Background: an optimization exercise with open tools, aiming at small area. Do not read the settings as production practice. The RTL was checked by simulation tests, not by an equivalence proof against the original design. Power figures rest on the tool's default switching activity, not on a simulated workload.

## flow/design.v

```verilog
`timescale 1ns/1ps
module profir(
	input 			clock,
	input 			reset,
	input signed  [15:0] 	datain,
	input			din_enable,
	output         [5:0] 	coeffaddress,
	input signed  [35:0]	coeff0,
	input signed  [35:0]	coeff1,
	input signed  [35:0]	coeff2,
	input signed  [35:0]	coeff3,
	input signed  [35:0]	coeff4,
	input signed  [35:0]	coeff5,
	input signed  [35:0]	coeff6,
	input signed  [35:0]	coeff7,
	output signed [15:0]  dataout0,
	output signed [15:0]  dataout1,
	output signed [15:0]  dataout2,
	output signed [15:0]  dataout3,
	output signed [15:0]  dataout4,
	output signed [15:0]  dataout5,
	output signed [15:0]  dataout6,
	output signed [15:0]  dataout7
);
reg [15:0] ring [0:127];
reg [15:0] newx;
reg [6:0] tapidx;
reg [7:0] nvalid;
reg [6:0] remain;
reg [31:0] acc0, acc1, acc2, acc3, acc4, acc5, acc6, acc7;
wire [6:0] j = tapidx + {6'd0, din_enable};
wire [7:0] nv = nvalid + {7'd0, din_enable};
wire jzero = (j == 7'd0);
wire [15:0] xnew = din_enable ? datain : newx;
wire [15:0] xm = jzero ? xnew : ring[127];
wire active = din_enable | (remain != 7'd0);
wire use_x = active & ({1'b0, j} < nv);
wire signed [15:0] x = use_x ? xm : 16'd0;
wire busy_next = din_enable | (remain > 7'd1);
wire [6:0] jm1 = j - 7'd1;
wire [6:0] jnext = busy_next ? jm1 : j;
assign coeffaddress = jnext[6:1];
wire hi = j[0];
wire [16:0] xe = {x, 1'b0};
wire [7:0] one, two, neg;
genvar g;
generate for (g = 0; g < 8; g = g + 1) begin : bd
	assign one[g] = xe[2*g+1] ^ xe[2*g];
	assign two[g] = (xe[2*g+2] & ~xe[2*g+1] & ~xe[2*g]) | (~xe[2*g+2] & xe[2*g+1] & xe[2*g]);
	assign neg[g] = xe[2*g+2];
end endgenerate
wire keep = ~din_enable;
wire [31:0] s0, s1, s2, s3, s4, s5, s6, s7;
profir_mac m0(.one(one), .two(two), .neg(neg), .c(hi ? coeff0[35:18] : coeff0[17:0]), .a(keep ? acc0 : 32'd0), .y(s0));
profir_mac m1(.one(one), .two(two), .neg(neg), .c(hi ? coeff1[35:18] : coeff1[17:0]), .a(keep ? acc1 : 32'd0), .y(s1));
profir_mac m2(.one(one), .two(two), .neg(neg), .c(hi ? coeff2[35:18] : coeff2[17:0]), .a(keep ? acc2 : 32'd0), .y(s2));
profir_mac m3(.one(one), .two(two), .neg(neg), .c(hi ? coeff3[35:18] : coeff3[17:0]), .a(keep ? acc3 : 32'd0), .y(s3));
profir_mac m4(.one(one), .two(two), .neg(neg), .c(hi ? coeff4[35:18] : coeff4[17:0]), .a(keep ? acc4 : 32'd0), .y(s4));
profir_mac m5(.one(one), .two(two), .neg(neg), .c(hi ? coeff5[35:18] : coeff5[17:0]), .a(keep ? acc5 : 32'd0), .y(s5));
profir_mac m6(.one(one), .two(two), .neg(neg), .c(hi ? coeff6[35:18] : coeff6[17:0]), .a(keep ? acc6 : 32'd0), .y(s6));
profir_mac m7(.one(one), .two(two), .neg(neg), .c(hi ? coeff7[35:18] : coeff7[17:0]), .a(keep ? acc7 : 32'd0), .y(s7));
integer i;
always @(posedge clock)
begin
	for (i = 127; i > 0; i = i - 1)
		ring[i] <= ring[i-1];
	ring[0] <= xm;
	if (din_enable)
		newx <= datain;
	acc0 <= s0;
	acc1 <= s1;
	acc2 <= s2;
	acc3 <= s3;
	acc4 <= s4;
	acc5 <= s5;
	acc6 <= s6;
	acc7 <= s7;
	if (reset) begin
		tapidx <= 7'd64;
		nvalid <= 8'd0;
		remain <= 7'd0;
	end else begin
		tapidx <= jm1;
		if (din_enable) begin
			if (!nvalid[7])
				nvalid <= nvalid + 8'd1;
			remain <= 7'd127;
		end else if (remain != 7'd0)
			remain <= remain - 7'd1;
	end
end
assign dataout0 = acc0[31:16];
assign dataout1 = acc1[31:16];
assign dataout2 = acc2[31:16];
assign dataout3 = acc3[31:16];
assign dataout4 = acc4[31:16];
assign dataout5 = acc5[31:16];
assign dataout6 = acc6[31:16];
assign dataout7 = acc7[31:16];
endmodule
module profir_mac(
	input  [7:0]  one,
	input  [7:0]  two,
	input  [7:0]  neg,
	input  [17:0] c,
	input  [31:0] a,
	output [31:0] y
);
	wire pp0_0 = ((one[0] & c[0]) | (two[0] & 1'b0)) ^ neg[0];
	wire pp0_1 = ((one[0] & c[1]) | (two[0] & c[0])) ^ neg[0];
	wire pp0_2 = ((one[0] & c[2]) | (two[0] & c[1])) ^ neg[0];
	wire pp0_3 = ((one[0] & c[3]) | (two[0] & c[2])) ^ neg[0];
	wire pp0_4 = ((one[0] & c[4]) | (two[0] & c[3])) ^ neg[0];
	wire pp0_5 = ((one[0] & c[5]) | (two[0] & c[4])) ^ neg[0];
	wire pp0_6 = ((one[0] & c[6]) | (two[0] & c[5])) ^ neg[0];
	wire pp0_7 = ((one[0] & c[7]) | (two[0] & c[6])) ^ neg[0];
	wire pp0_8 = ((one[0] & c[8]) | (two[0] & c[7])) ^ neg[0];
	wire pp0_9 = ((one[0] & c[9]) | (two[0] & c[8])) ^ neg[0];
	wire pp0_10 = ((one[0] & c[10]) | (two[0] & c[9])) ^ neg[0];
	wire pp0_11 = ((one[0] & c[11]) | (two[0] & c[10])) ^ neg[0];
	wire pp0_12 = ((one[0] & c[12]) | (two[0] & c[11])) ^ neg[0];
	wire pp0_13 = ((one[0] & c[13]) | (two[0] & c[12])) ^ neg[0];
	wire pp0_14 = ((one[0] & c[14]) | (two[0] & c[13])) ^ neg[0];
	wire pp0_15 = ((one[0] & c[15]) | (two[0] & c[14])) ^ neg[0];
	wire pp0_16 = ((one[0] & c[16]) | (two[0] & c[15])) ^ neg[0];
	wire pp0_17 = ((one[0] & c[17]) | (two[0] & c[16])) ^ neg[0];
	wire s0 = ((one[0] | two[0]) & c[17]) ^ neg[0];
	wire pp1_0 = ((one[1] & c[0]) | (two[1] & 1'b0)) ^ neg[1];
	wire pp1_1 = ((one[1] & c[1]) | (two[1] & c[0])) ^ neg[1];
	wire pp1_2 = ((one[1] & c[2]) | (two[1] & c[1])) ^ neg[1];
	wire pp1_3 = ((one[1] & c[3]) | (two[1] & c[2])) ^ neg[1];
	wire pp1_4 = ((one[1] & c[4]) | (two[1] & c[3])) ^ neg[1];
	wire pp1_5 = ((one[1] & c[5]) | (two[1] & c[4])) ^ neg[1];
	wire pp1_6 = ((one[1] & c[6]) | (two[1] & c[5])) ^ neg[1];
	wire pp1_7 = ((one[1] & c[7]) | (two[1] & c[6])) ^ neg[1];
	wire pp1_8 = ((one[1] & c[8]) | (two[1] & c[7])) ^ neg[1];
	wire pp1_9 = ((one[1] & c[9]) | (two[1] & c[8])) ^ neg[1];
	wire pp1_10 = ((one[1] & c[10]) | (two[1] & c[9])) ^ neg[1];
	wire pp1_11 = ((one[1] & c[11]) | (two[1] & c[10])) ^ neg[1];
	wire pp1_12 = ((one[1] & c[12]) | (two[1] & c[11])) ^ neg[1];
	wire pp1_13 = ((one[1] & c[13]) | (two[1] & c[12])) ^ neg[1];
	wire pp1_14 = ((one[1] & c[14]) | (two[1] & c[13])) ^ neg[1];
	wire pp1_15 = ((one[1] & c[15]) | (two[1] & c[14])) ^ neg[1];
	wire pp1_16 = ((one[1] & c[16]) | (two[1] & c[15])) ^ neg[1];
	wire pp1_17 = ((one[1] & c[17]) | (two[1] & c[16])) ^ neg[1];
	wire s1 = ((one[1] | two[1]) & c[17]) ^ neg[1];
	wire pp2_0 = ((one[2] & c[0]) | (two[2] & 1'b0)) ^ neg[2];
	wire pp2_1 = ((one[2] & c[1]) | (two[2] & c[0])) ^ neg[2];
	wire pp2_2 = ((one[2] & c[2]) | (two[2] & c[1])) ^ neg[2];
	wire pp2_3 = ((one[2] & c[3]) | (two[2] & c[2])) ^ neg[2];
	wire pp2_4 = ((one[2] & c[4]) | (two[2] & c[3])) ^ neg[2];
	wire pp2_5 = ((one[2] & c[5]) | (two[2] & c[4])) ^ neg[2];
	wire pp2_6 = ((one[2] & c[6]) | (two[2] & c[5])) ^ neg[2];
	wire pp2_7 = ((one[2] & c[7]) | (two[2] & c[6])) ^ neg[2];
	wire pp2_8 = ((one[2] & c[8]) | (two[2] & c[7])) ^ neg[2];
	wire pp2_9 = ((one[2] & c[9]) | (two[2] & c[8])) ^ neg[2];
	wire pp2_10 = ((one[2] & c[10]) | (two[2] & c[9])) ^ neg[2];
	wire pp2_11 = ((one[2] & c[11]) | (two[2] & c[10])) ^ neg[2];
	wire pp2_12 = ((one[2] & c[12]) | (two[2] & c[11])) ^ neg[2];
	wire pp2_13 = ((one[2] & c[13]) | (two[2] & c[12])) ^ neg[2];
	wire pp2_14 = ((one[2] & c[14]) | (two[2] & c[13])) ^ neg[2];
	wire pp2_15 = ((one[2] & c[15]) | (two[2] & c[14])) ^ neg[2];
	wire pp2_16 = ((one[2] & c[16]) | (two[2] & c[15])) ^ neg[2];
	wire pp2_17 = ((one[2] & c[17]) | (two[2] & c[16])) ^ neg[2];
	wire s2 = ((one[2] | two[2]) & c[17]) ^ neg[2];
	wire pp3_0 = ((one[3] & c[0]) | (two[3] & 1'b0)) ^ neg[3];
	wire pp3_1 = ((one[3] & c[1]) | (two[3] & c[0])) ^ neg[3];
	wire pp3_2 = ((one[3] & c[2]) | (two[3] & c[1])) ^ neg[3];
	wire pp3_3 = ((one[3] & c[3]) | (two[3] & c[2])) ^ neg[3];
	wire pp3_4 = ((one[3] & c[4]) | (two[3] & c[3])) ^ neg[3];
	wire pp3_5 = ((one[3] & c[5]) | (two[3] & c[4])) ^ neg[3];
	wire pp3_6 = ((one[3] & c[6]) | (two[3] & c[5])) ^ neg[3];
	wire pp3_7 = ((one[3] & c[7]) | (two[3] & c[6])) ^ neg[3];
	wire pp3_8 = ((one[3] & c[8]) | (two[3] & c[7])) ^ neg[3];
	wire pp3_9 = ((one[3] & c[9]) | (two[3] & c[8])) ^ neg[3];
	wire pp3_10 = ((one[3] & c[10]) | (two[3] & c[9])) ^ neg[3];
	wire pp3_11 = ((one[3] & c[11]) | (two[3] & c[10])) ^ neg[3];
	wire pp3_12 = ((one[3] & c[12]) | (two[3] & c[11])) ^ neg[3];
	wire pp3_13 = ((one[3] & c[13]) | (two[3] & c[12])) ^ neg[3];
	wire pp3_14 = ((one[3] & c[14]) | (two[3] & c[13])) ^ neg[3];
	wire pp3_15 = ((one[3] & c[15]) | (two[3] & c[14])) ^ neg[3];
	wire pp3_16 = ((one[3] & c[16]) | (two[3] & c[15])) ^ neg[3];
	wire pp3_17 = ((one[3] & c[17]) | (two[3] & c[16])) ^ neg[3];
	wire s3 = ((one[3] | two[3]) & c[17]) ^ neg[3];
	wire pp4_0 = ((one[4] & c[0]) | (two[4] & 1'b0)) ^ neg[4];
	wire pp4_1 = ((one[4] & c[1]) | (two[4] & c[0])) ^ neg[4];
	wire pp4_2 = ((one[4] & c[2]) | (two[4] & c[1])) ^ neg[4];
	wire pp4_3 = ((one[4] & c[3]) | (two[4] & c[2])) ^ neg[4];
	wire pp4_4 = ((one[4] & c[4]) | (two[4] & c[3])) ^ neg[4];
	wire pp4_5 = ((one[4] & c[5]) | (two[4] & c[4])) ^ neg[4];
	wire pp4_6 = ((one[4] & c[6]) | (two[4] & c[5])) ^ neg[4];
	wire pp4_7 = ((one[4] & c[7]) | (two[4] & c[6])) ^ neg[4];
	wire pp4_8 = ((one[4] & c[8]) | (two[4] & c[7])) ^ neg[4];
	wire pp4_9 = ((one[4] & c[9]) | (two[4] & c[8])) ^ neg[4];
	wire pp4_10 = ((one[4] & c[10]) | (two[4] & c[9])) ^ neg[4];
	wire pp4_11 = ((one[4] & c[11]) | (two[4] & c[10])) ^ neg[4];
	wire pp4_12 = ((one[4] & c[12]) | (two[4] & c[11])) ^ neg[4];
	wire pp4_13 = ((one[4] & c[13]) | (two[4] & c[12])) ^ neg[4];
	wire pp4_14 = ((one[4] & c[14]) | (two[4] & c[13])) ^ neg[4];
	wire pp4_15 = ((one[4] & c[15]) | (two[4] & c[14])) ^ neg[4];
	wire pp4_16 = ((one[4] & c[16]) | (two[4] & c[15])) ^ neg[4];
	wire pp4_17 = ((one[4] & c[17]) | (two[4] & c[16])) ^ neg[4];
	wire s4 = ((one[4] | two[4]) & c[17]) ^ neg[4];
	wire pp5_0 = ((one[5] & c[0]) | (two[5] & 1'b0)) ^ neg[5];
	wire pp5_1 = ((one[5] & c[1]) | (two[5] & c[0])) ^ neg[5];
	wire pp5_2 = ((one[5] & c[2]) | (two[5] & c[1])) ^ neg[5];
	wire pp5_3 = ((one[5] & c[3]) | (two[5] & c[2])) ^ neg[5];
	wire pp5_4 = ((one[5] & c[4]) | (two[5] & c[3])) ^ neg[5];
	wire pp5_5 = ((one[5] & c[5]) | (two[5] & c[4])) ^ neg[5];
	wire pp5_6 = ((one[5] & c[6]) | (two[5] & c[5])) ^ neg[5];
	wire pp5_7 = ((one[5] & c[7]) | (two[5] & c[6])) ^ neg[5];
	wire pp5_8 = ((one[5] & c[8]) | (two[5] & c[7])) ^ neg[5];
	wire pp5_9 = ((one[5] & c[9]) | (two[5] & c[8])) ^ neg[5];
	wire pp5_10 = ((one[5] & c[10]) | (two[5] & c[9])) ^ neg[5];
	wire pp5_11 = ((one[5] & c[11]) | (two[5] & c[10])) ^ neg[5];
	wire pp5_12 = ((one[5] & c[12]) | (two[5] & c[11])) ^ neg[5];
	wire pp5_13 = ((one[5] & c[13]) | (two[5] & c[12])) ^ neg[5];
	wire pp5_14 = ((one[5] & c[14]) | (two[5] & c[13])) ^ neg[5];
	wire pp5_15 = ((one[5] & c[15]) | (two[5] & c[14])) ^ neg[5];
	wire pp5_16 = ((one[5] & c[16]) | (two[5] & c[15])) ^ neg[5];
	wire pp5_17 = ((one[5] & c[17]) | (two[5] & c[16])) ^ neg[5];
	wire s5 = ((one[5] | two[5]) & c[17]) ^ neg[5];
	wire pp6_0 = ((one[6] & c[0]) | (two[6] & 1'b0)) ^ neg[6];
	wire pp6_1 = ((one[6] & c[1]) | (two[6] & c[0])) ^ neg[6];
	wire pp6_2 = ((one[6] & c[2]) | (two[6] & c[1])) ^ neg[6];
	wire pp6_3 = ((one[6] & c[3]) | (two[6] & c[2])) ^ neg[6];
	wire pp6_4 = ((one[6] & c[4]) | (two[6] & c[3])) ^ neg[6];
	wire pp6_5 = ((one[6] & c[5]) | (two[6] & c[4])) ^ neg[6];
	wire pp6_6 = ((one[6] & c[6]) | (two[6] & c[5])) ^ neg[6];
	wire pp6_7 = ((one[6] & c[7]) | (two[6] & c[6])) ^ neg[6];
	wire pp6_8 = ((one[6] & c[8]) | (two[6] & c[7])) ^ neg[6];
	wire pp6_9 = ((one[6] & c[9]) | (two[6] & c[8])) ^ neg[6];
	wire pp6_10 = ((one[6] & c[10]) | (two[6] & c[9])) ^ neg[6];
	wire pp6_11 = ((one[6] & c[11]) | (two[6] & c[10])) ^ neg[6];
	wire pp6_12 = ((one[6] & c[12]) | (two[6] & c[11])) ^ neg[6];
	wire pp6_13 = ((one[6] & c[13]) | (two[6] & c[12])) ^ neg[6];
	wire pp6_14 = ((one[6] & c[14]) | (two[6] & c[13])) ^ neg[6];
	wire pp6_15 = ((one[6] & c[15]) | (two[6] & c[14])) ^ neg[6];
	wire pp6_16 = ((one[6] & c[16]) | (two[6] & c[15])) ^ neg[6];
	wire pp6_17 = ((one[6] & c[17]) | (two[6] & c[16])) ^ neg[6];
	wire s6 = ((one[6] | two[6]) & c[17]) ^ neg[6];
	wire pp7_0 = ((one[7] & c[0]) | (two[7] & 1'b0)) ^ neg[7];
	wire pp7_1 = ((one[7] & c[1]) | (two[7] & c[0])) ^ neg[7];
	wire pp7_2 = ((one[7] & c[2]) | (two[7] & c[1])) ^ neg[7];
	wire pp7_3 = ((one[7] & c[3]) | (two[7] & c[2])) ^ neg[7];
	wire pp7_4 = ((one[7] & c[4]) | (two[7] & c[3])) ^ neg[7];
	wire pp7_5 = ((one[7] & c[5]) | (two[7] & c[4])) ^ neg[7];
	wire pp7_6 = ((one[7] & c[6]) | (two[7] & c[5])) ^ neg[7];
	wire pp7_7 = ((one[7] & c[7]) | (two[7] & c[6])) ^ neg[7];
	wire pp7_8 = ((one[7] & c[8]) | (two[7] & c[7])) ^ neg[7];
	wire pp7_9 = ((one[7] & c[9]) | (two[7] & c[8])) ^ neg[7];
	wire pp7_10 = ((one[7] & c[10]) | (two[7] & c[9])) ^ neg[7];
	wire pp7_11 = ((one[7] & c[11]) | (two[7] & c[10])) ^ neg[7];
	wire pp7_12 = ((one[7] & c[12]) | (two[7] & c[11])) ^ neg[7];
	wire pp7_13 = ((one[7] & c[13]) | (two[7] & c[12])) ^ neg[7];
	wire pp7_14 = ((one[7] & c[14]) | (two[7] & c[13])) ^ neg[7];
	wire pp7_15 = ((one[7] & c[15]) | (two[7] & c[14])) ^ neg[7];
	wire pp7_16 = ((one[7] & c[16]) | (two[7] & c[15])) ^ neg[7];
	wire pp7_17 = ((one[7] & c[17]) | (two[7] & c[16])) ^ neg[7];
	wire s7 = ((one[7] | two[7]) & c[17]) ^ neg[7];
	wire t1 = pp0_14 ^ pp1_12;
	wire t2 = pp0_14 & pp1_12;
	wire t3 = pp0_15 ^ pp1_13;
	wire t4 = pp0_15 & pp1_13;
	wire t5 = pp0_16 ^ pp1_14;
	wire t6 = pp0_16 & pp1_14;
	wire t7 = pp0_17 ^ pp1_15;
	wire t8 = pp0_17 & pp1_15;
	wire t9 = s0 ^ pp1_16;
	wire t10 = s0 & pp1_16;
	wire t11 = s0 ^ pp1_17;
	wire t12 = s0 & pp1_17;
	wire t13 = ~s0 ^ ~s1;
	wire t14 = ~s0 & ~s1;
	wire t15 = pp0_8 ^ pp1_6;
	wire t16 = pp0_8 & pp1_6;
	wire t17 = pp0_9 ^ pp1_7;
	wire t18 = pp0_9 & pp1_7;
	wire t19 = pp0_10 ^ pp1_8 ^ pp2_6;
	wire t20 = (pp0_10 & pp1_8) | (pp0_10 & pp2_6) | (pp1_8 & pp2_6);
	wire t21 = pp3_4 ^ pp4_2;
	wire t22 = pp3_4 & pp4_2;
	wire t23 = pp0_11 ^ pp1_9 ^ pp2_7;
	wire t24 = (pp0_11 & pp1_9) | (pp0_11 & pp2_7) | (pp1_9 & pp2_7);
	wire t25 = pp3_5 ^ pp4_3;
	wire t26 = pp3_5 & pp4_3;
	wire t27 = pp0_12 ^ pp1_10 ^ pp2_8;
	wire t28 = (pp0_12 & pp1_10) | (pp0_12 & pp2_8) | (pp1_10 & pp2_8);
	wire t29 = pp3_6 ^ pp4_4 ^ pp5_2;
	wire t30 = (pp3_6 & pp4_4) | (pp3_6 & pp5_2) | (pp4_4 & pp5_2);
	wire t31 = pp6_0 ^ neg[6];
	wire t32 = pp6_0 & neg[6];
	wire t33 = pp0_13 ^ pp1_11 ^ pp2_9;
	wire t34 = (pp0_13 & pp1_11) | (pp0_13 & pp2_9) | (pp1_11 & pp2_9);
	wire t35 = pp3_7 ^ pp4_5 ^ pp5_3;
	wire t36 = (pp3_7 & pp4_5) | (pp3_7 & pp5_3) | (pp4_5 & pp5_3);
	wire t37 = pp6_1 ^ a[13];
	wire t38 = pp6_1 & a[13];
	wire t39 = pp2_10 ^ pp3_8 ^ pp4_6;
	wire t40 = (pp2_10 & pp3_8) | (pp2_10 & pp4_6) | (pp3_8 & pp4_6);
	wire t41 = pp5_4 ^ pp6_2 ^ pp7_0;
	wire t42 = (pp5_4 & pp6_2) | (pp5_4 & pp7_0) | (pp6_2 & pp7_0);
	wire t43 = neg[7] ^ a[14] ^ t1;
	wire t44 = (neg[7] & a[14]) | (neg[7] & t1) | (a[14] & t1);
	wire t45 = pp2_11 ^ pp3_9 ^ pp4_7;
	wire t46 = (pp2_11 & pp3_9) | (pp2_11 & pp4_7) | (pp3_9 & pp4_7);
	wire t47 = pp5_5 ^ pp6_3 ^ pp7_1;
	wire t48 = (pp5_5 & pp6_3) | (pp5_5 & pp7_1) | (pp6_3 & pp7_1);
	wire t49 = a[15] ^ t3 ^ t2;
	wire t50 = (a[15] & t3) | (a[15] & t2) | (t3 & t2);
	wire t51 = pp2_12 ^ pp3_10 ^ pp4_8;
	wire t52 = (pp2_12 & pp3_10) | (pp2_12 & pp4_8) | (pp3_10 & pp4_8);
	wire t53 = pp5_6 ^ pp6_4 ^ pp7_2;
	wire t54 = (pp5_6 & pp6_4) | (pp5_6 & pp7_2) | (pp6_4 & pp7_2);
	wire t55 = a[16] ^ t5 ^ t4;
	wire t56 = (a[16] & t5) | (a[16] & t4) | (t5 & t4);
	wire t57 = pp2_13 ^ pp3_11 ^ pp4_9;
	wire t58 = (pp2_13 & pp3_11) | (pp2_13 & pp4_9) | (pp3_11 & pp4_9);
	wire t59 = pp5_7 ^ pp6_5 ^ pp7_3;
	wire t60 = (pp5_7 & pp6_5) | (pp5_7 & pp7_3) | (pp6_5 & pp7_3);
	wire t61 = a[17] ^ t7 ^ t6;
	wire t62 = (a[17] & t7) | (a[17] & t6) | (t7 & t6);
	wire t63 = pp2_14 ^ pp3_12 ^ pp4_10;
	wire t64 = (pp2_14 & pp3_12) | (pp2_14 & pp4_10) | (pp3_12 & pp4_10);
	wire t65 = pp5_8 ^ pp6_6 ^ pp7_4;
	wire t66 = (pp5_8 & pp6_6) | (pp5_8 & pp7_4) | (pp6_6 & pp7_4);
	wire t67 = a[18] ^ t9 ^ t8;
	wire t68 = (a[18] & t9) | (a[18] & t8) | (t9 & t8);
	wire t69 = pp2_15 ^ pp3_13 ^ pp4_11;
	wire t70 = (pp2_15 & pp3_13) | (pp2_15 & pp4_11) | (pp3_13 & pp4_11);
	wire t71 = pp5_9 ^ pp6_7 ^ pp7_5;
	wire t72 = (pp5_9 & pp6_7) | (pp5_9 & pp7_5) | (pp6_7 & pp7_5);
	wire t73 = a[19] ^ t11 ^ t10;
	wire t74 = (a[19] & t11) | (a[19] & t10) | (t11 & t10);
	wire t75 = pp2_16 ^ pp3_14 ^ pp4_12;
	wire t76 = (pp2_16 & pp3_14) | (pp2_16 & pp4_12) | (pp3_14 & pp4_12);
	wire t77 = pp5_10 ^ pp6_8 ^ pp7_6;
	wire t78 = (pp5_10 & pp6_8) | (pp5_10 & pp7_6) | (pp6_8 & pp7_6);
	wire t79 = a[20] ^ t13 ^ t12;
	wire t80 = (a[20] & t13) | (a[20] & t12) | (t13 & t12);
	wire t81 = 1'b1 ^ pp2_17 ^ pp3_15;
	wire t82 = (1'b1 & pp2_17) | (1'b1 & pp3_15) | (pp2_17 & pp3_15);
	wire t83 = pp4_13 ^ pp5_11 ^ pp6_9;
	wire t84 = (pp4_13 & pp5_11) | (pp4_13 & pp6_9) | (pp5_11 & pp6_9);
	wire t85 = pp7_7 ^ a[21] ^ t14;
	wire t86 = (pp7_7 & a[21]) | (pp7_7 & t14) | (a[21] & t14);
	wire t87 = ~s2 ^ pp3_16 ^ pp4_14;
	wire t88 = (~s2 & pp3_16) | (~s2 & pp4_14) | (pp3_16 & pp4_14);
	wire t89 = pp5_12 ^ pp6_10 ^ pp7_8;
	wire t90 = (pp5_12 & pp6_10) | (pp5_12 & pp7_8) | (pp6_10 & pp7_8);
	wire t91 = 1'b1 ^ pp3_17 ^ pp4_15;
	wire t92 = (1'b1 & pp3_17) | (1'b1 & pp4_15) | (pp3_17 & pp4_15);
	wire t93 = pp5_13 ^ pp6_11;
	wire t94 = pp5_13 & pp6_11;
	wire t95 = ~s3 ^ pp4_16 ^ pp5_14;
	wire t96 = (~s3 & pp4_16) | (~s3 & pp5_14) | (pp4_16 & pp5_14);
	wire t97 = 1'b1 ^ pp4_17;
	wire t98 = 1'b1 & pp4_17;
	wire t99 = pp0_4 ^ pp1_2;
	wire t100 = pp0_4 & pp1_2;
	wire t101 = pp0_5 ^ pp1_3;
	wire t102 = pp0_5 & pp1_3;
	wire t103 = pp0_6 ^ pp1_4 ^ pp2_2;
	wire t104 = (pp0_6 & pp1_4) | (pp0_6 & pp2_2) | (pp1_4 & pp2_2);
	wire t105 = pp3_0 ^ neg[3];
	wire t106 = pp3_0 & neg[3];
	wire t107 = pp0_7 ^ pp1_5 ^ pp2_3;
	wire t108 = (pp0_7 & pp1_5) | (pp0_7 & pp2_3) | (pp1_5 & pp2_3);
	wire t109 = pp3_1 ^ a[7];
	wire t110 = pp3_1 & a[7];
	wire t111 = pp2_4 ^ pp3_2 ^ pp4_0;
	wire t112 = (pp2_4 & pp3_2) | (pp2_4 & pp4_0) | (pp3_2 & pp4_0);
	wire t113 = neg[4] ^ a[8] ^ t15;
	wire t114 = (neg[4] & a[8]) | (neg[4] & t15) | (a[8] & t15);
	wire t115 = pp2_5 ^ pp3_3 ^ pp4_1;
	wire t116 = (pp2_5 & pp3_3) | (pp2_5 & pp4_1) | (pp3_3 & pp4_1);
	wire t117 = a[9] ^ t17 ^ t16;
	wire t118 = (a[9] & t17) | (a[9] & t16) | (t17 & t16);
	wire t119 = pp5_0 ^ neg[5] ^ a[10];
	wire t120 = (pp5_0 & neg[5]) | (pp5_0 & a[10]) | (neg[5] & a[10]);
	wire t121 = t19 ^ t21 ^ t18;
	wire t122 = (t19 & t21) | (t19 & t18) | (t21 & t18);
	wire t123 = pp5_1 ^ a[11] ^ t23;
	wire t124 = (pp5_1 & a[11]) | (pp5_1 & t23) | (a[11] & t23);
	wire t125 = t25 ^ t20 ^ t22;
	wire t126 = (t25 & t20) | (t25 & t22) | (t20 & t22);
	wire t127 = a[12] ^ t27 ^ t29;
	wire t128 = (a[12] & t27) | (a[12] & t29) | (t27 & t29);
	wire t129 = t31 ^ t24 ^ t26;
	wire t130 = (t31 & t24) | (t31 & t26) | (t24 & t26);
	wire t131 = t33 ^ t35 ^ t37;
	wire t132 = (t33 & t35) | (t33 & t37) | (t35 & t37);
	wire t133 = t28 ^ t30 ^ t32;
	wire t134 = (t28 & t30) | (t28 & t32) | (t30 & t32);
	wire t135 = t39 ^ t41 ^ t43;
	wire t136 = (t39 & t41) | (t39 & t43) | (t41 & t43);
	wire t137 = t34 ^ t36 ^ t38;
	wire t138 = (t34 & t36) | (t34 & t38) | (t36 & t38);
	wire t139 = t45 ^ t47 ^ t49;
	wire t140 = (t45 & t47) | (t45 & t49) | (t47 & t49);
	wire t141 = t40 ^ t42 ^ t44;
	wire t142 = (t40 & t42) | (t40 & t44) | (t42 & t44);
	wire t143 = t51 ^ t53 ^ t55;
	wire t144 = (t51 & t53) | (t51 & t55) | (t53 & t55);
	wire t145 = t46 ^ t48 ^ t50;
	wire t146 = (t46 & t48) | (t46 & t50) | (t48 & t50);
	wire t147 = t57 ^ t59 ^ t61;
	wire t148 = (t57 & t59) | (t57 & t61) | (t59 & t61);
	wire t149 = t52 ^ t54 ^ t56;
	wire t150 = (t52 & t54) | (t52 & t56) | (t54 & t56);
	wire t151 = t63 ^ t65 ^ t67;
	wire t152 = (t63 & t65) | (t63 & t67) | (t65 & t67);
	wire t153 = t58 ^ t60 ^ t62;
	wire t154 = (t58 & t60) | (t58 & t62) | (t60 & t62);
	wire t155 = t69 ^ t71 ^ t73;
	wire t156 = (t69 & t71) | (t69 & t73) | (t71 & t73);
	wire t157 = t64 ^ t66 ^ t68;
	wire t158 = (t64 & t66) | (t64 & t68) | (t66 & t68);
	wire t159 = t75 ^ t77 ^ t79;
	wire t160 = (t75 & t77) | (t75 & t79) | (t77 & t79);
	wire t161 = t70 ^ t72 ^ t74;
	wire t162 = (t70 & t72) | (t70 & t74) | (t72 & t74);
	wire t163 = t81 ^ t83 ^ t85;
	wire t164 = (t81 & t83) | (t81 & t85) | (t83 & t85);
	wire t165 = t76 ^ t78 ^ t80;
	wire t166 = (t76 & t78) | (t76 & t80) | (t78 & t80);
	wire t167 = a[22] ^ t87 ^ t89;
	wire t168 = (a[22] & t87) | (a[22] & t89) | (t87 & t89);
	wire t169 = t82 ^ t84 ^ t86;
	wire t170 = (t82 & t84) | (t82 & t86) | (t84 & t86);
	wire t171 = pp7_9 ^ a[23] ^ t91;
	wire t172 = (pp7_9 & a[23]) | (pp7_9 & t91) | (a[23] & t91);
	wire t173 = t93 ^ t88 ^ t90;
	wire t174 = (t93 & t88) | (t93 & t90) | (t88 & t90);
	wire t175 = pp6_12 ^ pp7_10 ^ a[24];
	wire t176 = (pp6_12 & pp7_10) | (pp6_12 & a[24]) | (pp7_10 & a[24]);
	wire t177 = t95 ^ t92 ^ t94;
	wire t178 = (t95 & t92) | (t95 & t94) | (t92 & t94);
	wire t179 = pp5_15 ^ pp6_13 ^ pp7_11;
	wire t180 = (pp5_15 & pp6_13) | (pp5_15 & pp7_11) | (pp6_13 & pp7_11);
	wire t181 = a[25] ^ t97 ^ t96;
	wire t182 = (a[25] & t97) | (a[25] & t96) | (t97 & t96);
	wire t183 = ~s4 ^ pp5_16 ^ pp6_14;
	wire t184 = (~s4 & pp5_16) | (~s4 & pp6_14) | (pp5_16 & pp6_14);
	wire t185 = pp7_12 ^ a[26] ^ t98;
	wire t186 = (pp7_12 & a[26]) | (pp7_12 & t98) | (a[26] & t98);
	wire t187 = 1'b1 ^ pp5_17 ^ pp6_15;
	wire t188 = (1'b1 & pp5_17) | (1'b1 & pp6_15) | (pp5_17 & pp6_15);
	wire t189 = pp7_13 ^ a[27];
	wire t190 = pp7_13 & a[27];
	wire t191 = ~s5 ^ pp6_16 ^ pp7_14;
	wire t192 = (~s5 & pp6_16) | (~s5 & pp7_14) | (pp6_16 & pp7_14);
	wire t193 = 1'b1 ^ pp6_17;
	wire t194 = 1'b1 & pp6_17;
	wire t195 = pp0_2 ^ pp1_0;
	wire t196 = pp0_2 & pp1_0;
	wire t197 = pp0_3 ^ pp1_1;
	wire t198 = pp0_3 & pp1_1;
	wire t199 = pp2_0 ^ neg[2] ^ a[4];
	wire t200 = (pp2_0 & neg[2]) | (pp2_0 & a[4]) | (neg[2] & a[4]);
	wire t201 = pp2_1 ^ a[5] ^ t101;
	wire t202 = (pp2_1 & a[5]) | (pp2_1 & t101) | (a[5] & t101);
	wire t203 = a[6] ^ t103 ^ t105;
	wire t204 = (a[6] & t103) | (a[6] & t105) | (t103 & t105);
	wire t205 = t107 ^ t109 ^ t104;
	wire t206 = (t107 & t109) | (t107 & t104) | (t109 & t104);
	wire t207 = t111 ^ t113 ^ t108;
	wire t208 = (t111 & t113) | (t111 & t108) | (t113 & t108);
	wire t209 = t115 ^ t117 ^ t112;
	wire t210 = (t115 & t117) | (t115 & t112) | (t117 & t112);
	wire t211 = t119 ^ t121 ^ t116;
	wire t212 = (t119 & t121) | (t119 & t116) | (t121 & t116);
	wire t213 = t123 ^ t125 ^ t120;
	wire t214 = (t123 & t125) | (t123 & t120) | (t125 & t120);
	wire t215 = t127 ^ t129 ^ t124;
	wire t216 = (t127 & t129) | (t127 & t124) | (t129 & t124);
	wire t217 = t131 ^ t133 ^ t128;
	wire t218 = (t131 & t133) | (t131 & t128) | (t133 & t128);
	wire t219 = t135 ^ t137 ^ t132;
	wire t220 = (t135 & t137) | (t135 & t132) | (t137 & t132);
	wire t221 = t139 ^ t141 ^ t136;
	wire t222 = (t139 & t141) | (t139 & t136) | (t141 & t136);
	wire t223 = t143 ^ t145 ^ t140;
	wire t224 = (t143 & t145) | (t143 & t140) | (t145 & t140);
	wire t225 = t147 ^ t149 ^ t144;
	wire t226 = (t147 & t149) | (t147 & t144) | (t149 & t144);
	wire t227 = t151 ^ t153 ^ t148;
	wire t228 = (t151 & t153) | (t151 & t148) | (t153 & t148);
	wire t229 = t155 ^ t157 ^ t152;
	wire t230 = (t155 & t157) | (t155 & t152) | (t157 & t152);
	wire t231 = t159 ^ t161 ^ t156;
	wire t232 = (t159 & t161) | (t159 & t156) | (t161 & t156);
	wire t233 = t163 ^ t165 ^ t160;
	wire t234 = (t163 & t165) | (t163 & t160) | (t165 & t160);
	wire t235 = t167 ^ t169 ^ t164;
	wire t236 = (t167 & t169) | (t167 & t164) | (t169 & t164);
	wire t237 = t171 ^ t173 ^ t168;
	wire t238 = (t171 & t173) | (t171 & t168) | (t173 & t168);
	wire t239 = t175 ^ t177 ^ t172;
	wire t240 = (t175 & t177) | (t175 & t172) | (t177 & t172);
	wire t241 = t179 ^ t181 ^ t176;
	wire t242 = (t179 & t181) | (t179 & t176) | (t181 & t176);
	wire t243 = t183 ^ t185 ^ t180;
	wire t244 = (t183 & t185) | (t183 & t180) | (t185 & t180);
	wire t245 = t187 ^ t189 ^ t184;
	wire t246 = (t187 & t189) | (t187 & t184) | (t189 & t184);
	wire t247 = a[28] ^ t191 ^ t188;
	wire t248 = (a[28] & t191) | (a[28] & t188) | (t191 & t188);
	wire t249 = pp7_15 ^ a[29] ^ t193;
	wire t250 = (pp7_15 & a[29]) | (pp7_15 & t193) | (a[29] & t193);
	wire t251 = ~s6 ^ pp7_16 ^ a[30];
	wire t252 = (~s6 & pp7_16) | (~s6 & a[30]) | (pp7_16 & a[30]);
	wire t253 = 1'b1 ^ pp7_17;
	wire t254 = 1'b1 & pp7_17;
	wire t255 = pp0_0 ^ neg[0];
	wire t256 = pp0_0 & neg[0];
	wire t257 = pp0_1 ^ a[1];
	wire t258 = pp0_1 & a[1];
	wire t259 = neg[1] ^ a[2] ^ t195;
	wire t260 = (neg[1] & a[2]) | (neg[1] & t195) | (a[2] & t195);
	wire t261 = a[3] ^ t197 ^ t196;
	wire t262 = (a[3] & t197) | (a[3] & t196) | (t197 & t196);
	wire t263 = t99 ^ t199 ^ t198;
	wire t264 = (t99 & t199) | (t99 & t198) | (t199 & t198);
	wire t265 = t100 ^ t201 ^ t200;
	wire t266 = (t100 & t201) | (t100 & t200) | (t201 & t200);
	wire t267 = t102 ^ t203 ^ t202;
	wire t268 = (t102 & t203) | (t102 & t202) | (t203 & t202);
	wire t269 = t106 ^ t205 ^ t204;
	wire t270 = (t106 & t205) | (t106 & t204) | (t205 & t204);
	wire t271 = t110 ^ t207 ^ t206;
	wire t272 = (t110 & t207) | (t110 & t206) | (t207 & t206);
	wire t273 = t114 ^ t209 ^ t208;
	wire t274 = (t114 & t209) | (t114 & t208) | (t209 & t208);
	wire t275 = t118 ^ t211 ^ t210;
	wire t276 = (t118 & t211) | (t118 & t210) | (t211 & t210);
	wire t277 = t122 ^ t213 ^ t212;
	wire t278 = (t122 & t213) | (t122 & t212) | (t213 & t212);
	wire t279 = t126 ^ t215 ^ t214;
	wire t280 = (t126 & t215) | (t126 & t214) | (t215 & t214);
	wire t281 = t130 ^ t217 ^ t216;
	wire t282 = (t130 & t217) | (t130 & t216) | (t217 & t216);
	wire t283 = t134 ^ t219 ^ t218;
	wire t284 = (t134 & t219) | (t134 & t218) | (t219 & t218);
	wire t285 = t138 ^ t221 ^ t220;
	wire t286 = (t138 & t221) | (t138 & t220) | (t221 & t220);
	wire t287 = t142 ^ t223 ^ t222;
	wire t288 = (t142 & t223) | (t142 & t222) | (t223 & t222);
	wire t289 = t146 ^ t225 ^ t224;
	wire t290 = (t146 & t225) | (t146 & t224) | (t225 & t224);
	wire t291 = t150 ^ t227 ^ t226;
	wire t292 = (t150 & t227) | (t150 & t226) | (t227 & t226);
	wire t293 = t154 ^ t229 ^ t228;
	wire t294 = (t154 & t229) | (t154 & t228) | (t229 & t228);
	wire t295 = t158 ^ t231 ^ t230;
	wire t296 = (t158 & t231) | (t158 & t230) | (t231 & t230);
	wire t297 = t162 ^ t233 ^ t232;
	wire t298 = (t162 & t233) | (t162 & t232) | (t233 & t232);
	wire t299 = t166 ^ t235 ^ t234;
	wire t300 = (t166 & t235) | (t166 & t234) | (t235 & t234);
	wire t301 = t170 ^ t237 ^ t236;
	wire t302 = (t170 & t237) | (t170 & t236) | (t237 & t236);
	wire t303 = t174 ^ t239 ^ t238;
	wire t304 = (t174 & t239) | (t174 & t238) | (t239 & t238);
	wire t305 = t178 ^ t241 ^ t240;
	wire t306 = (t178 & t241) | (t178 & t240) | (t241 & t240);
	wire t307 = t182 ^ t243 ^ t242;
	wire t308 = (t182 & t243) | (t182 & t242) | (t243 & t242);
	wire t309 = t186 ^ t245 ^ t244;
	wire t310 = (t186 & t245) | (t186 & t244) | (t245 & t244);
	wire t311 = t190 ^ t247 ^ t246;
	wire t312 = (t190 & t247) | (t190 & t246) | (t247 & t246);
	wire t313 = t192 ^ t249 ^ t248;
	wire t314 = (t192 & t249) | (t192 & t248) | (t249 & t248);
	wire t315 = t194 ^ t251 ^ t250;
	wire t316 = (t194 & t251) | (t194 & t250) | (t251 & t250);
	wire t317 = a[31] ^ t253 ^ t252;
	wire t318 = (a[31] & t253) | (a[31] & t252) | (t253 & t252);
	wire [31:0] ra = {t317, t315, t313, t311, t309, t307, t305, t303, t301, t299, t297, t295, t293, t291, t289, t287, t285, t283, t281, t279, t277, t275, t273, t271, t269, t267, t265, t263, t261, t259, t257, a[0]};
	wire [31:0] rb = {t316, t314, t312, t310, t308, t306, t304, t302, t300, t298, t296, t294, t292, t290, t288, t286, t284, t282, t280, t278, t276, t274, t272, t270, t268, t266, t264, t262, t260, t258, t256, t255};
	assign y = ra + rb;
endmodule
```

## flow/config.mk

```make
export PLATFORM = sky130hd
export DESIGN_NAME = profir
export DESIGN_NICKNAME = profir
export VERILOG_FILES = /design/flow/design.v
export SDC_FILE = /design/flow/constraint.sdc
export NUM_CORES = 4
export LEC_CHECK = 0
export CAP_MARGIN = 20
export CORE_MARGIN = 2
export CORE_UTILIZATION = 70
export CTS_BUF_LIST = sky130_fd_sc_hd__clkbuf_4 sky130_fd_sc_hd__clkbuf_8
export PLACE_DENSITY = 0.78
export SLEW_MARGIN = 20
```

## flow/run.sh

```bash
#!/bin/bash
# synth_recipe.tcl (not shown) runs the flow's synth.tcl, then flattens the netlist and writes it again
# the make line also repeats each setting of config.mk as NAME=value (left out here)
make -C /OpenROAD-flow-scripts/flow DESIGN_CONFIG=/design/flow/config.mk WORK_HOME=/design/flow/orfs CLKGATE_MAP_FILE= SYNTH_SCRIPT=/design/flow/synth_recipe.tcl finish
```

## flow/constraint.sdc

```tcl
create_clock -name core_clock -period 13.0 [get_ports {clock}]
set_input_delay 2.6000 -clock core_clock [delete_from_list [all_inputs] [get_ports {clock}]]
set_output_delay 2.6000 -clock core_clock [all_outputs]
set_load 0.01 [all_outputs]
```

==> out/results.tsv, run 1 <==
stage	metric	value	unit
power	Leak Pwr	55.3	nW
power	ratio of total power to cell area	180	mW/mm²
synth	proportion of synthesized flip-flops having asynchronous set or reset	0	%
drt	Initial DRT Pass Iterations	10	
die	die span in y	408	µm
clock_network	clock transition at the register clock pins on the worst setup and hold paths after CTS	0.07	ns
synth	Synth area leaders	sky130_fd_sc_hd__dfxtp_1 41%, sky130_fd_sc_hd__fa_1 18%, sky130_fd_sc_hd__xnor2_1 7.1%	
synth	Synth Register Bits	2342	
placement	DP Wirelength	257	mm
sta	timing-limited maximum frequency	0.0819	GHz
clock_network	post-cts sizing count	0	
drt	detail-routed via count per cell	6.40	
clock_network	CTS tree	yes	
clock_network	Inserted Clock Buffers	346	
worst_setup_path	slowest stage cell, crit path	sky130_fd_sc_hd__o41ai_1	
synth	share of Yosys cell area claimed by the top area cell type	41.0	%
drt	starting DRC count in detailed routing	10700	
synth	distinct cell type count of the synthesized netlist	87	
sta	Fin. Hold Viols	0	
die	core area	0.162	mm²
layout	number of filler cells placed in the layout	9353	
sta	clock tree skew after final layout	0.110	ns
die	effective utilization at floorplan	70.4	%
clock_network	htree depth	5	
global_routing	via count of the first global-routing pass	91400	
sta	Relative slew margins	11.3	%
layout	Sequential cell area	0.0469	mm²
die	die footprint	0.167	mm²
worst_setup_path	largest stage delay on the critical path	1.05	ns
die	I/O pins	441	
layout	Layout Cells excl Fill	13400	
drt	final WL	382	mm
synth	count leader, synth	sky130_fd_sc_hd__dfxtp_1	
drt	vias post-DR	85800	
layout	layout cell share with drive strength beyond 1	9.89	%
synth	sequential-to-total area share from yosys stat	41.0	%
layout	multi-input combinational cell area	0.0598	mm²
global_routing	global-route wire length before repair	572	mm
sta	total of endpoints with negative setup slack in the final report	0	
layout	synthesis-to-layout area growth	12.1	%
clock_network	# Post-CTS Setup Buffers	0	
outcome	run status	finished clean	
worst_setup_path	cell seen most often among critical-path stages	sky130_fd_sc_hd__fa_1	
clock_network	Worst-Skew Late Latency	1.10	ns
sta	slew at the pin with the worst max-slew slack	1.29	ns
synth	number of cells produced by synthesis	10700	
worst_setup_path	Worst Path Max Fanout	22	
global_routing	number of antenna violations at the first check in global routing	19	
placement	placed cell count	12800	
global_routing	maximum number of pins on one net before global-route repair	99	
worst_setup_path	class of the most critical setup path	input port to flop	
global_routing	total overflow reported by the global router	0	
layout	fin nets	12800	
sta	min cycle time layout	12.21	ns
power	IR Drop Worst-Case VDD	0.000229	V
sta	max-slew violation count	0	
clock_network	clock tree buffer depth	4	
run	number of violations of the max-capacitance limit	0	
worst_setup_path	startpoint class of the critical path	input port	
layout	final instance area	0.128	mm²
synth	Synthesis Warnings	2	
placement	RD Place Congestion	1.02	
sta	setup repair after global routing missed its margin	false	
die	Rows	148	
global_routing	total global routing track utilization	45.8	%
drt	Post-route DRC	0	
clock_network	cell at the root of the clock tree	sky130_fd_sc_hd__clkbuf_8	
synth	Post-synth EDFFs	0	
drt	number of nets with antenna violations after detailed routing	0	
synth	top cell type by total area after synthesis	sky130_fd_sc_hd__dfxtp_1	
worst_setup_path	worst endpoint data arrival time	13.15	ns
placement	post-detailed-placement cell area	0.121	mm²
synth	average cell area after synthesis	10.7	µm²
drt	wire length per cell after detailed routing	28.5	µm
worst_setup_path	Critical Path Sink Type	flop	
synth	area of the mapped netlist	0.114	mm²
sta	Fin Setup TNS	0	ns
synth	Post-Synthesis Net Count	12400	
placement	port buffer count	440	
synth	Post-synth top cells	2342 x sky130_fd_sc_hd__dfxtp_1, 1182 x sky130_fd_sc_hd__inv_1, 1016 x sky130_fd_sc_hd__fa_1	
die	die width	408	µm
clock_network	Clock Sink Count	2342	
worst_hold_path	type of the most critical hold path	flop to flop	
worst_setup_path	Crit path required time	13.94	ns
clock_network	count of hold buffers inserted by post-cts repair	0	
sta	fin crit share	93.9	%
synth	flip-flop cell with the highest count after synthesis	sky130_fd_sc_hd__dfxtp_1	
[per-stage QoR]
| stage | worst slack (ns) | power, W | hold WS [ns] | util (%) |
|---|---|---|---|---|
| final | 0.788 | 0.0231 | 0.257 | 78.9 |
| after global routing | 0.720 | 0.0240 | 0.265 | 78.9 |
| after CTS | 1.16 | 0.0228 | 0.249 | 78.9 |
| after detailed placement | 0.657 | 0.0162 | 0.312 | 74.3 |
| after global placement | 0.996 | 0.0158 | 0.309 | 74.3 |
| after floorplan | 1.43 | 0.0137 | 0.310 | - |
[report_power, final]
part	internal [W]	leakage, nW	switching (W)	total (W)
clock	0.00359	3.92	0.00291	0.00650
sequential	0.00770	18.9	0.000283	0.00799
combinational	0.00328	32.5	0.00533	0.00862
total	0.0146	55.3	0.00853	0.0231
[layout make-up]
type	instances	share of cell area, %
diodes	11	0.0215
clock buffers	517	5.09
clock inverters	81	0.747
inverters	1192	3.51
multi-input cells	6381	46.7
flip-flops and latches	2342	36.6
well taps	2175	2.12
repair buffers	713	5.25
[worst max-delay path: cells and delay by family]
family          cells  cell delay, ns
compound gates      8            3.30
fa+ha+maj           7            2.90
simple gates        6            1.85
buf+inv             6            1.22
mux                 1            0.91
xor+xnor            2            0.32
[state kept, by name, summed over array words and instances, names as in the netlist]
| signal | cells |
|---|---|
| acc0 | 32 |
| acc5 | 32 |
| acc1 | 32 |
| acc3 | 32 |
| newx | 16 |
| remain | 7 |
| tapidx | 7 |
| acc4 | 32 |
| acc6 | 32 |
| acc7 | 32 |
| nvalid | 8 |
| ring | 2048 |
| acc2 | 32 |
[placed cells by master (no fill, tap or decap), types with 43 or more instances in the layout]
| master | count |
|---|---|
| sky130_fd_sc_hd__dfxtp_1 | 2342 |
| sky130_fd_sc_hd__inv_1 | 1180 |
| sky130_fd_sc_hd__fa_1 | 1016 |
| sky130_fd_sc_hd__o22ai_1 | 930 |
| sky130_fd_sc_hd__xnor2_1 | 921 |
| sky130_fd_sc_hd__nand2_1 | 485 |
| sky130_fd_sc_hd__ha_1 | 452 |
| sky130_fd_sc_hd__clkdlybuf4s50_1 | 439 |
| sky130_fd_sc_hd__clkbuf_8 | 422 |
| sky130_fd_sc_hd__nor2_1 | 375 |
| sky130_fd_sc_hd__xor2_1 | 362 |
| sky130_fd_sc_hd__a21oi_1 | 264 |
| sky130_fd_sc_hd__buf_4 | 250 |
| sky130_fd_sc_hd__o21ai_0 | 217 |
| sky130_fd_sc_hd__nor2b_1 | 153 |
| sky130_fd_sc_hd__mux2i_1 | 151 |
| sky130_fd_sc_hd__a21o_1 | 115 |
| sky130_fd_sc_hd__mux2_2 | 105 |
| sky130_fd_sc_hd__clkbuf_4 | 96 |
| sky130_fd_sc_hd__a22oi_1 | 84 |
| sky130_fd_sc_hd__or3_1 | 69 |
| sky130_fd_sc_hd__nor3_1 | 51 |
| sky130_fd_sc_hd__nand3_1 | 49 |
| sky130_fd_sc_hd__o211ai_1 | 46 |
| sky130_fd_sc_hd__o21a_1 | 43 |
[cells by family after synthesis]
kind of cell / Yosys count / synth area share, %
compound gates: 1982 / 11.2
xor+xnor: 1283 / 9.83
fa+ha+maj: 1479 / 22.8
buf+inv: 1931 / 7.00
flops: 2342 / 41.0
mux: 286 / 2.68
simple gates: 1351 / 5.40
[final timing paths]
path | to | slack (ns) | from | cells past startpoint
worst max-delay path | acc5[30]$_DFF_P_ | 0.79 | din_enable | 30
worst min-delay path | ring[114][6]$_DFF_P_ | 0.26 | ring[113][6]$_DFF_P_ | 0
worst max register to register | acc5[30]$_DFF_P_ | 2.14 | tapidx[0]$_SDFF_PP0_ | 29
worst min register to register | ring[114][6]$_DFF_P_ | 0.26 | ring[113][6]$_DFF_P_ | 0
[layer usage]
layer	global-route usage [%]	up-vias	share of wire, %
met5	0	-	0.030
met4	30.4	18	8.0
li1	-	35600	-
met3	17.5	2148	13
met1	54.3	41400	35
met2	69.4	6726	44
==> run 2, diff against run 1 <==
--- a/flow/config.mk
+++ b/flow/config.mk
@@ -9,5 +9,3 @@
 export CORE_MARGIN = 2
-export CORE_UTILIZATION = 70
-export CTS_BUF_LIST = sky130_fd_sc_hd__clkbuf_4 sky130_fd_sc_hd__clkbuf_8
-export PLACE_DENSITY = 0.78
+export CORE_UTILIZATION = 40
 export SLEW_MARGIN = 20
==> out/results.tsv, run 2 <==
stage	metric	value	unit
outcome	run status	finished clean	
power	Clock Power Share	29.0	%
drt	Initial DRT Pass Iterations	8	
layout	synthesis-to-layout area growth	14.5	%
sta	slew at the pin with the worst max-slew slack	1.27	ns
sta	Fin Setup TNS	0	ns
drt	starting DRC count in detailed routing	6587	
layout	most frequent standard cell in the layout excluding fill and tap cells	sky130_fd_sc_hd__dfxtp_1	
sta	max-slew violation count	0	
drt	Post-route DRC	0	
worst_setup_path	worst reg2reg path startpoint	tapidx[0]$_SDFF_PP0_	
power	overall power after layout	0.0230	W
sta	fin crit share	85.1	%
worst_setup_path	Crit path required time	13.73	ns
worst_setup_path	endpoint of the most critical register-to-register path	acc6[30]$_DFF_P_	
worst_setup_path	startpoint class of the critical path	input port	
layout	most frequent cells in the layout	2342 x sky130_fd_sc_hd__dfxtp_1, 1180 x sky130_fd_sc_hd__inv_1, 1016 x sky130_fd_sc_hd__fa_1	
worst_setup_path	kind of cell adding the most delay to the critical path	adder cells	
power	ratio of total power to cell area	175	mW/mm²
synth	proportion of synthesized flip-flops having asynchronous set or reset	0	%
global_routing	total global routing track utilization	25.2	%
die	Rows	196	
sta	setup repair after global routing missed its margin	false	
worst_hold_path	startpoint of the tightest hold check path	ring[121][5]$_DFF_P_	
layout	fin nets	12700	
sta	Relative slew margins	12.7	%
synth	sequential-to-total area share from yosys stat	41.0	%
worst_setup_path	class of the most critical setup path	input port to flop	
placement	port buffer count	440	
clock_network	cell at the root of the clock tree	sky130_fd_sc_hd__clkbuf_16	
global_routing	total overflow reported by the global router	0	
synth	Synthesis Warnings	2	
die	die footprint	0.290	mm²
layout	Final Core Density	46.0	%
drt	wire length per cell after detailed routing	24.9	µm
clock_network	# Post-CTS Setup Buffers	0	
layout	largest register by flop count	ring	
worst_hold_path	type of the most critical hold path	flop to flop	
synth	count leader, synth	sky130_fd_sc_hd__dfxtp_1	
drt	final WL	370	mm
worst_setup_path	crit path buf inv count	6	
global_routing	via count of the first global-routing pass	82500	
sta	Fin. Hold Viols	0	
worst_hold_path	WHS Path Cells	0	
power	Leak Pwr	55.4	nW
worst_setup_path	Worst Path Max Fanout	29	
drt	number of nets with antenna violations after detailed routing	0	
placement	RD Place Congestion	0.942	
clock_network	Worst-Skew Late Latency	0.94	ns
synth	Post-Synthesis Net Count	12400	
clock_network	clock transition at the register clock pins on the worst setup and hold paths after CTS	0.07	ns
synth	Synth Register Bits	2342	
synth	area of the mapped netlist	0.114	mm²
power	sequential power share	34.7	%
synth	distinct cell type count of the synthesized netlist	87	
synth	share of Yosys cell area claimed by the top area cell type	41.0	%
worst_setup_path	cell count of the worst reg-to-reg path	28	
power	Switching Fraction	35.5	%
clock_network	post-cts sizing count	0	
placement	DP Wirelength	269	mm
sta	clock tree skew after final layout	0.107	ns
layout	layout cell share with drive strength beyond 1	8.43	%
layout	number of filler cells placed in the layout	26100	
die	die span in y	539	µm
drt	vias post-DR	79000	
synth	top cell type by total area after synthesis	sky130_fd_sc_hd__dfxtp_1	
worst_setup_path	cell seen most often among critical-path stages	sky130_fd_sc_hd__fa_1	
sta	timing-limited maximum frequency	0.0904	GHz
synth	number of cells produced by synthesis	10700	
clock_network	count of hold buffers inserted by post-cts repair	0	
clock_network	CTS tree	yes	
die	die width	539	µm
synth	flip-flop cell with the highest count after synthesis	sky130_fd_sc_hd__dfxtp_1	
worst_setup_path	largest stage delay on the critical path	0.67	ns
worst_setup_path	worst endpoint data arrival time	11.79	ns
synth	average cell area after synthesis	10.7	µm²
clock_network	htree depth	4	
power	logic gate share of total power	36.3	%
power	Internal Dissipation	0.0148	W
global_routing	maximum number of pins on one net before global-route repair	107	
synth	Post-synth EDFFs	0	
power	IR Drop Worst-Case VDD	0.000136	V
sta	final worst slack	1.94	ns
run	number of violations of the max-capacitance limit	0	
worst_setup_path	Critical Path Sink Type	flop	
global_routing	global-route wire length before repair	549	mm
die	I/O pins	441	
worst_setup_path	register-to-register setup slack	3.46	ns
sta	min cycle time layout	11.06	ns
die	effective utilization at floorplan	40.2	%
die	core area	0.285	mm²
clock_network	Inserted Clock Buffers	220	
placement	post-placement worst setup slack	1.21	ns
clock_network	clock tree buffer depth	4	
worst_hold_path	Min-Delay Endpoint	ring[122][5]$_DFF_P_	
clock_network	Clock Sink Count	2342	
power	switching power summed over all nets	0.00814	W
drt	detail-routed via count per cell	5.32	
synth	Synth area leaders	sky130_fd_sc_hd__dfxtp_1 41%, sky130_fd_sc_hd__fa_1 18%, sky130_fd_sc_hd__xnor2_1 7.1%	
layout	Layout Cells excl Fill	14800	
sta	total of endpoints with negative setup slack in the final report	0	
placement	placed cell count	14400	
layout	max reg flops	2048	
worst_setup_path	slowest stage cell, crit path	sky130_fd_sc_hd__mux2i_4	
synth	Post-synth top cells	2342 x sky130_fd_sc_hd__dfxtp_1, 1182 x sky130_fd_sc_hd__inv_1, 1016 x sky130_fd_sc_hd__fa_1	
global_routing	number of antenna violations at the first check in global routing	17	
[run 2: changes by cell type in the layout (fill, tap and decap cells not counted), sizes merged]
cell,delta
bufinv,+6
inv,+14
clkinv,+15
diode,-3
clkinvlp,-5
clkbuf,-228
buf,+46
[run 2: cells by family (layout without fill, tap and decap cells)]
family / count (synthesis) / count (layout) / share of synthesized area, %
buffers and inverters: 1931 / 2351 / 7.00
multiplexers: 286 / 286 / 2.68
AO/OA/AOI/OAI: 1982 / 1982 / 11.2
other: 0 / 8 / 0
adder cells (fa/ha/maj): 1479 / 1479 / 22.8
XOR/XNOR: 1283 / 1283 / 9.83
AND/OR/NAND/NOR: 1351 / 1351 / 5.40
flip-flops: 2342 / 2342 / 41.0
[run 2: layout make-up]
cell class              instances  area (µm²)  share of cell area (%)
multi-input cells            6381       59800                    45.7
flip-flops and latches       2342       46900                    35.8
repair buffers                758        7300                    5.58
clock buffers                 290        6130                    4.68
well taps                    3762        4710                    3.60
inverters                    1192        4490                    3.43
clock inverters               111        1480                    1.13
diodes                          8        20.0                  0.0153
[run 2: through the flow]
stage / cell area, µm² / hold slack (ns)
finish: 131000 / 0.274
floorplan: 114000 / 0.310
global placement: 123000 / 0.310
CTS: 131000 / 0.277
global route: 131000 / 0.277
detailed placement: 123000 / 0.312
[run 2: worst max path at each step]
stage	cells past startpoint	endpoint	start
floorplan	39	acc6[30]$_DFF_P_	din_enable
global placement	30	acc0[31]$_DFF_P_	din_enable
global route	30	acc6[30]$_DFF_P_	din_enable
CTS	29	acc6[30]$_DFF_P_	din_enable
finish	29	acc6[30]$_DFF_P_	din_enable
detailed placement	29	acc6[30]$_DFF_P_	din_enable
[run 2: power groups by stage]
stage               Sequential (W)  Combinational [W]  Clock (W)
floorplan                  0.00795            0.00575          0
global placement           0.00811            0.00807          0
detailed placement         0.00811            0.00818          0
CTS                        0.00796            0.00825    0.00683
global route               0.00800            0.00911    0.00712
finish                     0.00796            0.00834    0.00666
[run 2: metal layers]
layer / part of all wire, % / vias to the layer above / track usage [%]
li1: - / 35400 / -
met1: 43 / 39100 / 33.5
met2: 43 / 3516 / 38.1
met3: 7.9 / 923 / 5.19
met4: 6.3 / 8 / 14.1
met5: 0.015 / - / 0

-- static timing again, ports no longer ideal --
The flow's constraints put no driver on any port. The routed layouts listed below were extracted and timed again, unchanged, in two steps.
Step 1 (the two cells are an assumption about what drives the block):
set clk [get_ports {clock}]
set_driving_cell -lib_cell sky130_fd_sc_hd__clkbuf_16 $clk
set_driving_cell -lib_cell sky130_fd_sc_hd__buf_2 [delete_from_list [all_inputs] $clk]
Step 2 moves the port delays by t, midway between the first and last clock arrival at a register: inputs arrive t later, outputs are due t later. That takes back most of the time a late clock gives input paths.
Three values: ideal ports, drivers, drivers and shift; two values: the first two.
| run | t (ns) | slack for setup (ns) | worst setup path at the end | worst data-port slew with drivers (ns) |
|---|---|---|---|---|
| run 1 | 1.135 | 0.788 / 0.842 / -0.293 | input to register | 0.30 |
| run 2 | 0.973 | 1.942 / 2.006 / 1.034 | input to register | 0.13 |
With both steps, setup timing fails in run 1, where it was met with ideal ports. For run 1, which loses most, drivers alone change the setup slack by +0.054 ns; drivers and shift together by -1.081 ns.
